This is an optimization exercise on Yosys and OpenROAD, whose aim is small area, a short achievable clock period and few clock cycles per item, not a production implementation. Function was not checked in any run shown here: the RTL went through the layout flow alone. Power is estimated from default activity; no workload was simulated.

==> flow/design.v, too long to show whole: its modules and the start of the top module <==
// module mul_unit: 46 lines
// module mul_fa: 4 lines
// module mul_bsel: 3 lines
// module mul_x2: 3 lines
// module mul_ha: 4 lines
// module shift_add_multiplier: 1351 lines
module mul_unit
(
    input  logic                  clk,
    input  logic                  rst,
    input  logic                  start,
    input  logic [1:0]            mul_type,
    input  logic [31:0]           a,
    input  logic [31:0]           b,
    input  logic [4:0]            arch_reg,
    input  logic [5:0]   phys_reg,
    input  logic [2:0]  rob,
    input  logic                  cdb_mul_ack,
    input  logic                  branch,
    output logic                  cdb_valid,
    output logic [2:0]  cdb_rob,
    output logic [4:0]            cdb_arch_reg,
    output logic [5:0]   cdb_phys_reg,
    output logic [31:0]           cdb_data,
    output logic [31:0]           cdb_ps1_rdata,
    output logic [31:0]           cdb_ps2_rdata,
    output logic                  done
);
  // ...
==> flow/run.sh <==
#!/bin/bash
# synth_recipe.tcl (not shown) runs the flow's synth.tcl, then flattens the netlist and writes it again
# the make line also repeats each setting of config.mk as NAME=value (left out here)
make -C /OpenROAD-flow-scripts/flow DESIGN_CONFIG=/design/flow/config.mk WORK_HOME=/design/flow/orfs CLKGATE_MAP_FILE= SYNTH_SCRIPT=/design/flow/synth_recipe.tcl finish
==> flow/config.mk <==
export PLATFORM = sky130hd
export DESIGN_NAME = mul_unit
export DESIGN_NICKNAME = mul_unit
export VERILOG_FILES = /design/flow/design.v
export SDC_FILE = /design/flow/constraint.sdc
export NUM_CORES = 4
export LEC_CHECK = 0
export CAP_MARGIN = 20
export CORE_MARGIN = 2
export CORE_UTILIZATION = 40
export SLEW_MARGIN = 20
export SYNTH_HIERARCHICAL = 1
export SYNTH_MINIMUM_KEEP_SIZE = 0
==> flow/constraint.sdc <==
create_clock -name core_clock -period 5.0 [get_ports {clk}]
set_input_delay 1.0000 -clock core_clock [delete_from_list [all_inputs] [get_ports {clk}]]
set_output_delay 1.0000 -clock core_clock [all_outputs]
set_load 0.01 [all_outputs]
==> results_dict.tcl, run 1 <==
set metrics [dict create \
    status "timing/DRC/antenna clean" \
    start_util_pct 40.4 \
    place_ws_ns 0.232 \
    drt-met1-wl_mm 23.2 \
    crit_family "compound AO/OA/AOI/OAI gates" \
    area_growth_syn_to_layout_pct 24.0 \
    drt_iter0_drc 802 \
    clock_latency_ns 0.47 \
    antenna_cells 0 \
    clk_path_buf_depth 2 \
    place_inst 2284 \
    crit_fanout 4 \
    grt-ovfl-total 0 \
    power.switching_mw 6.78 \
    utilization_pct 50.0 \
    bufAreaShareNonClock_pct 12.2 \
    final_cell_mix "286 x xnor2_1, 270 x a22oi_2, 194 x clkdlybuf4s50_1, 163 x fa_1, 93 x dfxtp_1" \
    finalCritPeriodShare_pct 96.9 \
    critPathKind "reg2out" \
    cp-endpoint "cdb_data[27]" \
    setup_tns_ns 0 \
    worstSetupEndpointType "primary output" \
    rows 76 \
    tritoncts "yes" \
    p_clk_mw 1.33 \
]
==> inputs of run 2 (changes only) <==
==> flow/flow/run.sh (new file) <==
#!/bin/bash
# Standard ORFS layout (the standard.sh), except that the port buffers
# are sky130_fd_sc_hd__buf_2 rather than the cell buffer_ports picks itself.
set -euo pipefail
export BUFFER_PORTS_ARGS="-buffer_cell sky130_fd_sc_hd__buf_2"
bash standard.sh > standard.log 2>&1
==> flow/standard.sh (new file) <==
#!/bin/bash
# synth_recipe.tcl (not shown) runs the flow's synth.tcl, then flattens the netlist and writes it again
# the make line also repeats each setting of config.mk as NAME=value (left out here)
make -C /OpenROAD-flow-scripts/flow DESIGN_CONFIG=/design/flow/config.mk WORK_HOME=/design/flow/orfs CLKGATE_MAP_FILE= SYNTH_SCRIPT=/design/flow/synth_recipe.tcl "${@:-finish}"
removed: flow/run.sh
==> run 2 against run 1 <==
Still clean. Count of clock-buffer cells in the layout up 2. Combinational power about the same. Clock skew increased by 0.0015 ns. First-iteration DRC count down 8.2%. Largest power group unchanged. Highest routed layer is now met4.
==> results_dict.tcl, run 2 <==
set metrics [dict create \
    vias 12800 \
    p_int_mw 7.19 \
    wl_met3_mm 2.12 \
    crit_family "compound AO/OA/AOI/OAI gates" \
    tightestPinTransition_ns 0.966 \
    cts_sinks 173 \
    place_ws_ns 0.695 \
    cp_slowest_stage_delay_ns 0.50 \
    switching_share_pct 48.3 \
    fin_area_sq_um 20500 \
    vdd_ir_drop_max_uv 294 \
    clock_latency_ns 0.47 \
    final_nets 2058 \
    io_buffers 196 \
    synth_area_per_cell_sq_um 12.1 \
    layout_min_cycle_time_ns 4.79 \
    p_clk_share_pct 9.9 \
    utilization_pct 47.7 \
    top_regs "u_mul.a_q x32, u_mul.b_q x32, u_mul.cs0_q x31" \
    place_congestion 0.892 \
    syn_area_sq_um 17300 \
    hp-class "reg2reg" \
    rrSetupSlack_ns 0.73 \
    critPathKind "reg2out" \
    comb_power_share_pct 73.6 \
    routed_wl_mm 55.1 \
    power.switching_mw 6.73 \
    clock_skew_ns 0.0117 \
    crit_buf_inv 1 \
    via_per_inst 5.52 \
    worstSetupEndpointType "primary output" \
    cp-start-kind "flip-flop" \
    drcViolationCount 0 \
    timing.hold.ws_ns 0.541 \
    r2r_end "u_mul.cs2_q[29]" \
    core_sq_um 43000 \
    cap_violations 0 \
    cts_hold_buf 0 \
    timing.final.hold_violations 0 \
    antenna_cells 0 \
    start_util_pct 40.4 \
    final_common_cell "xnor2_1" \
    fin_ws_ns 0.212 \
    rsz0062_at_grt "false" \
    cp.depth 10 \
    drt-met1-wl_mm 23.5 \
    r2r-start "u_mul.b_q[9]" \
    grt_pass1_vias 13700 \
    rows 76 \
    wl_met2_mm 27.7 \
    antenna_found_initial 0 \
    grt_max_degree 79 \
    ff2ff_path_depth 10 \
    syn_inst 1435 \
    dr.pass1.iters 5 \
    cts_buffers 17 \
    area_growth_syn_to_layout_pct 18.1 \
    drive_above_1_share_pct 37.3 \
    finalCritPeriodShare_pct 95.8 \
    p_leak_nw 7.78 \
    worstPathRequired_ns 4.00 \
    final_cell_mix "286 x xnor2_1, 270 x a22oi_2, 196 x buf_2, 163 x fa_1, 93 x dfxtp_1" \
    cts_setup_buffers 0 \
    ant_nets 0 \
    cts-root-buf "clkbuf_16" \
    final-setup-viol-count 0 \
    status "timing/DRC/antenna clean" \
    place_area_sq_um 19900 \
    highest_layer "met4" \
    cts_resized 0 \
    cp_slowest_cell "o41a_1" \
    drt_iter0_drc 736 \
    die_h_microns 212 \
    critical_path_arrival_ns 3.79 \
    wl_per_cell_microns 23.8 \
    crit_chain "fa_1 -> ha_1 -> and2_1 -> nand3_1 -> a21boi_2 -> nor3b_2 -> o41a_1 -> o41ai_2 -> mux2i_1 -> buf_2" \
    total_power_mw 13.9 \
    seqPwrFrac_pct 16.5 \
    maxSlewViolCount 0 \
    cp-endpoint "cdb_data[31]" \
    critPathLaunch "u_mul.cs0_q[6]" \
    clk_path_buf_depth 2 \
    grt_usage_pct 25.0 \
    grt-ovfl-total 0 \
    hpwl_mm 42.8 \
    setup_tns_ns 0 \
    crit_fanout 6 \
    io_pins 197 \
    place_inst 2284 \
    clock.fmax_mhz 209 \
    tritoncts "yes" \
    dieArea_sq_um 45100 \
    synth_warnings 7 \
    p_per_area_nw_per_um2 680 \
    grt_pass1_wl_mm 83.6 \
    slew_headroom_pct 34.9 \
    post_layout_nonfiller_instances 2316 \
    die_w_microns 212 \
    cts.htree.levels 4 \
    clk_pin_slew_worst_paths_ns 0.08 \
]
run 2: changes by cell type in the layout (fill, tap and decap cells not counted), moves of 2 or more:
cell	before	now
buf_2	1	196
clkdlybuf4s50_1	194	0
ha_1	52	56
ha_2	4	1
clkbuf_8	0	2
run 2: worst min-delay path by stage:
stage	start	slack, ns	to	cells past startpoint
global placement	u_mul.busy	0.52	u_mul.busy	1
finish	u_mul.busy	0.54	u_mul.busy	1
CTS	u_mul.busy	0.53	u_mul.busy	1
floorplan	u_mul.busy	0.47	u_mul.busy	1
detailed placement	u_mul.busy	0.52	u_mul.busy	1
global route	u_mul.busy	0.57	u_mul.busy	1
run 2: area by class of cell:
| class | count | area [sq um] |
|---|---|---|
| fill | 4022 | 22500 |
| multi-input combinational | 1228 | 13200 |
| sequential | 173 | 4260 |
| timing repair buffer | 282 | 1630 |
| tap | 585 | 732 |
| clock buffer | 19 | 453 |
| clock inverter | 13 | 146 |
| inverter | 16 | 61.3 |
run 2: power by group through the flow:
| stage | logic (mW) | registers (mW) | clock network, mW |
|---|---|---|---|
| 2_1_floorplan | 7.00 | 2.37 | 0 |
| 3_5_place_dp | 10.2 | 2.33 | 0 |
| 5_1_grt | 11.4 | 2.34 | 1.45 |
| 4_1_cts | 10.3 | 2.30 | 1.41 |
| 3_3_place_gp | 10.2 | 2.31 | 0 |
| 6_report | 10.2 | 2.29 | 1.38 |
run 2: layer usage:
| metal | global-route usage (%) | vias to the layer above |
|---|---|---|
| li1 | - | 5785 |
| met3 | 2.98 | 89 |
| met5 | 0 | - |
| met4 | 9.72 | 0 |
| met1 | 31.9 | 6544 |
| met2 | 43.3 | 377 |
==> inputs of run 3 (changes only) <==
--- a/flow/config.mk
+++ b/flow/config.mk
@@ -10,2 +10,3 @@
 export CORE_UTILIZATION = 40
+export SETUP_SLACK_MARGIN = 0.8
 export SLEW_MARGIN = 20
==> run 3 against run 2 <==
Area after synthesis unchanged. Die area unchanged. Setup slack improved by 0.48 ns. Still clean. Sequential power is essentially flat. Sequential cell count unchanged. Critical path type unchanged. Critical path depth stayed put. Global-route usage decreased by 0.37 points. Largest cell class unchanged. Combinational power increased by about 20%. Via count is 2.6% higher. Cell count grew 1.1%. Utilization grew 2.1 points. Clock skew down 0.0035 ns.
==> results_dict.tcl, run 3 <==
set metrics [dict create \
    final_common_cell "xnor2_1" \
    timing.final.hold_violations 0 \
    worstSetupEndpointType "primary output" \
    top_regs "u_mul.a_q x32, u_mul.b_q x32, u_mul.cs0_q x31" \
    via_per_inst 5.61 \
    layout_min_cycle_time_ns 4.30 \
    rrSetupSlack_ns 0.93 \
    worstPathRequired_ns 4.00 \
    syn_inst 1435 \
    cts_sinks 173 \
    antenna_found_initial 0 \
    wl_per_cell_microns 23.2 \
    drt_iter0_drc 823 \
    hold_depth 2 \
    fin_area_sq_um 21400 \
    hp-start "u_mul.busy" \
    drcViolationCount 0 \
    grt_pass1_wl_mm 83.0 \
    routed_wl_mm 54.4 \
    core_sq_um 43000 \
    syn_area_sq_um 17300 \
    place_congestion 0.918 \
    clk_path_buf_depth 2 \
    critPathLaunch "u_mul.cs0_q[11]" \
    antenna_cells 0 \
    clock_latency_ns 0.46 \
    r2r-start "u_mul.b_q[3]" \
    crit_fanout 4 \
    area_growth_syn_to_layout_pct 23.3 \
    start_util_pct 40.4 \
    cts_buffers 17 \
    rows 76 \
    tightestPinTransition_ns 0.867 \
    cts-root-buf "clkbuf_16" \
    grt_pass1_vias 13900 \
    fin_ws_ns 0.696 \
    synth_warnings 7 \
    critical_path_arrival_ns 3.30 \
    grt_max_degree 79 \
    grt-ovfl-total 0 \
    tritoncts "yes" \
    final-setup-viol-count 0 \
    cts_hold_buf 0 \
    hpwl_mm 40.5 \
    ff2ff_path_depth 9 \
    final_nets 2083 \
    seqPwrFrac_pct 14.4 \
    final_cell_mix "284 x xnor2_1, 270 x a22oi_2, 196 x buf_2, 123 x fa_1, 103 x buf_4" \
    p_per_area_nw_per_um2 739 \
    finalCritPeriodShare_pct 86.1 \
    p_int_mw 8.36 \
    die_w_microns 212 \
    drive_above_1_share_pct 46.0 \
    ant_nets 0 \
    comb_power_share_pct 77.3 \
    cp-start-kind "flip-flop" \
    slew_headroom_pct 42.2 \
    die_h_microns 212 \
    clock_skew_ns 0.00815 \
    cap_violations 0 \
    place_area_sq_um 19900 \
    vdd_ir_drop_max_uv 372 \
    status "timing/DRC/antenna clean" \
    p_leak_nw 7.91 \
    place_ws_ns 0.567 \
    io_buffers 196 \
    total_power_mw 15.8 \
    maxSlewViolCount 0 \
    synth_area_per_cell_sq_um 12.1 \
    dieArea_sq_um 45100 \
    rsz0062_at_grt "true" \
    hp-class "reg2reg" \
    power.switching_mw 7.46 \
    clk_pin_slew_worst_paths_ns 0.07 \
    whs_endpoint "u_mul.busy" \
    clock.fmax_mhz 232 \
    vias 13100 \
    switching_share_pct 47.2 \
    utilization_pct 49.8 \
    grt_usage_pct 24.6 \
    p_clk_share_pct 8.2 \
    io_pins 197 \
    critPathKind "reg2out" \
    dr.pass1.iters 5 \
    cts.htree.levels 4 \
    r2r_end "u_mul.cs2_q[30]" \
]
==> run 3: area by class of cell <==
| cell class | instances | area, sq um |
|---|---|---|
| multi-input combinational | 1228 | 13900 |
| clock inverter | 15 | 146 |
| inverter | 16 | 61.3 |
| clock buffer | 17 | 425 |
| sequential | 173 | 4260 |
| timing repair buffer | 307 | 1850 |
| fill | 3934 | 21600 |
| tap | 585 | 732 |
==> run 3: routing by layer <==
| metal | global-route usage [%] | vias to the layer above | share of wire, % |
|---|---|---|---|
| li1 | - | 5846 | - |
| met1 | 31.0 | 6732 | 41 |
| met2 | 42.0 | 452 | 50 |
| met3 | 4.06 | 101 | 4.7 |
| met4 | 10.3 | 0 | 3.9 |
| met5 | 0 | - | 0 |
==> run 3: how the worst max path moves through the flow <==
stage	to	slack (ns)	depth (start not counted)
after floorplan	u_mul.cs2_q[30]	-0.32	8
after global placement	cdb_data[26]	0.50	12
after detailed placement	cdb_data[26]	0.57	12
after CTS	cdb_data[31]	0.66	9
after global routing	cdb_data[27]	0.56	11
final	cdb_data[27]	0.70	10
==> run 3: metrics by stage <==
step                      hold WS (ns)  setup TNS (ns)  cells
final                            0.558               0   2341
after global routing             0.587               0   2341
after CTS                        0.561               0   2331
after detailed placement         0.552               0   2271
after global placement           0.511               0   2271
after floorplan                  0.471           -1.21   1449
==> run 3: power by group through the flow <==
| stage | clock, mW | sequential, mW | combinational (mW) |
|---|---|---|---|
| floorplan | 0 | 2.37 | 7.16 |
| global placement | 0 | 2.31 | 10.2 |
| detailed placement | 0 | 2.32 | 10.3 |
| CTS | 1.34 | 2.29 | 11.5 |
| global route | 1.39 | 2.33 | 13.4 |
| finish | 1.30 | 2.28 | 12.2 |
==> run 3: repair_timing <==
| action | CTS | global route |
|---|---|---|
| cloned | 0 | 0 |
| pin swaps | 37 | 24 |
| endpoints found under the hold margin | 0 | 0 |
| setup buffers | 28 | 10 |
| setup endpoints to repair | 22 | 23 |
| resized for setup | 73 | 58 |
==> run 3: critical path, stage by stage, from the launching register on <==
cell and delay (ns):
dfxtp_2 0.32, fa_1 0.54, ha_4 0.32, o21a_1 0.14, o21ai_2 0.06, o21a_1 0.20, o41a_1 0.49, buf_4 0.18
o21ai_2 0.15, mux2i_2 0.26, buf_2 0.17

static timing again, ports no longer ideal:
The flow's constraints put no driver on any port. The routed layouts listed below were extracted and timed again, unchanged, in two steps.
Step 1 sets driving cells, clkbuf_16 on the clock port and buf_2 on the other inputs (assumed; they add their load-dependent delay and slew).
Step 2 adds t to the input delays and takes it off the output delays; t is the mean of the earliest and latest rising clock arrival at the registers after step 1. Input paths then give back, and output paths get back, about the clock's delay inside the block.
Slacks: ideal / step 1 / step 2; pairs: ideal / step 1.
run | t (ns) | setup WS [ns] | worst setup path after step 2 | worst register clock-pin slew, ns | pins driven straight from the clock port
run 1 | 0.515 | 0.157 / 0.102 / 0.617 | register to output | 0.07 / 0.07 | 1
run 2 | 0.519 | 0.212 / 0.161 / 0.680 | register to output | 0.08 / 0.08 | 1
run 3 | 0.513 | 0.696 / 0.645 / 0.931 | register to register | 0.07 / 0.07 | 1
After both steps setup and hold are still met in every run listed.
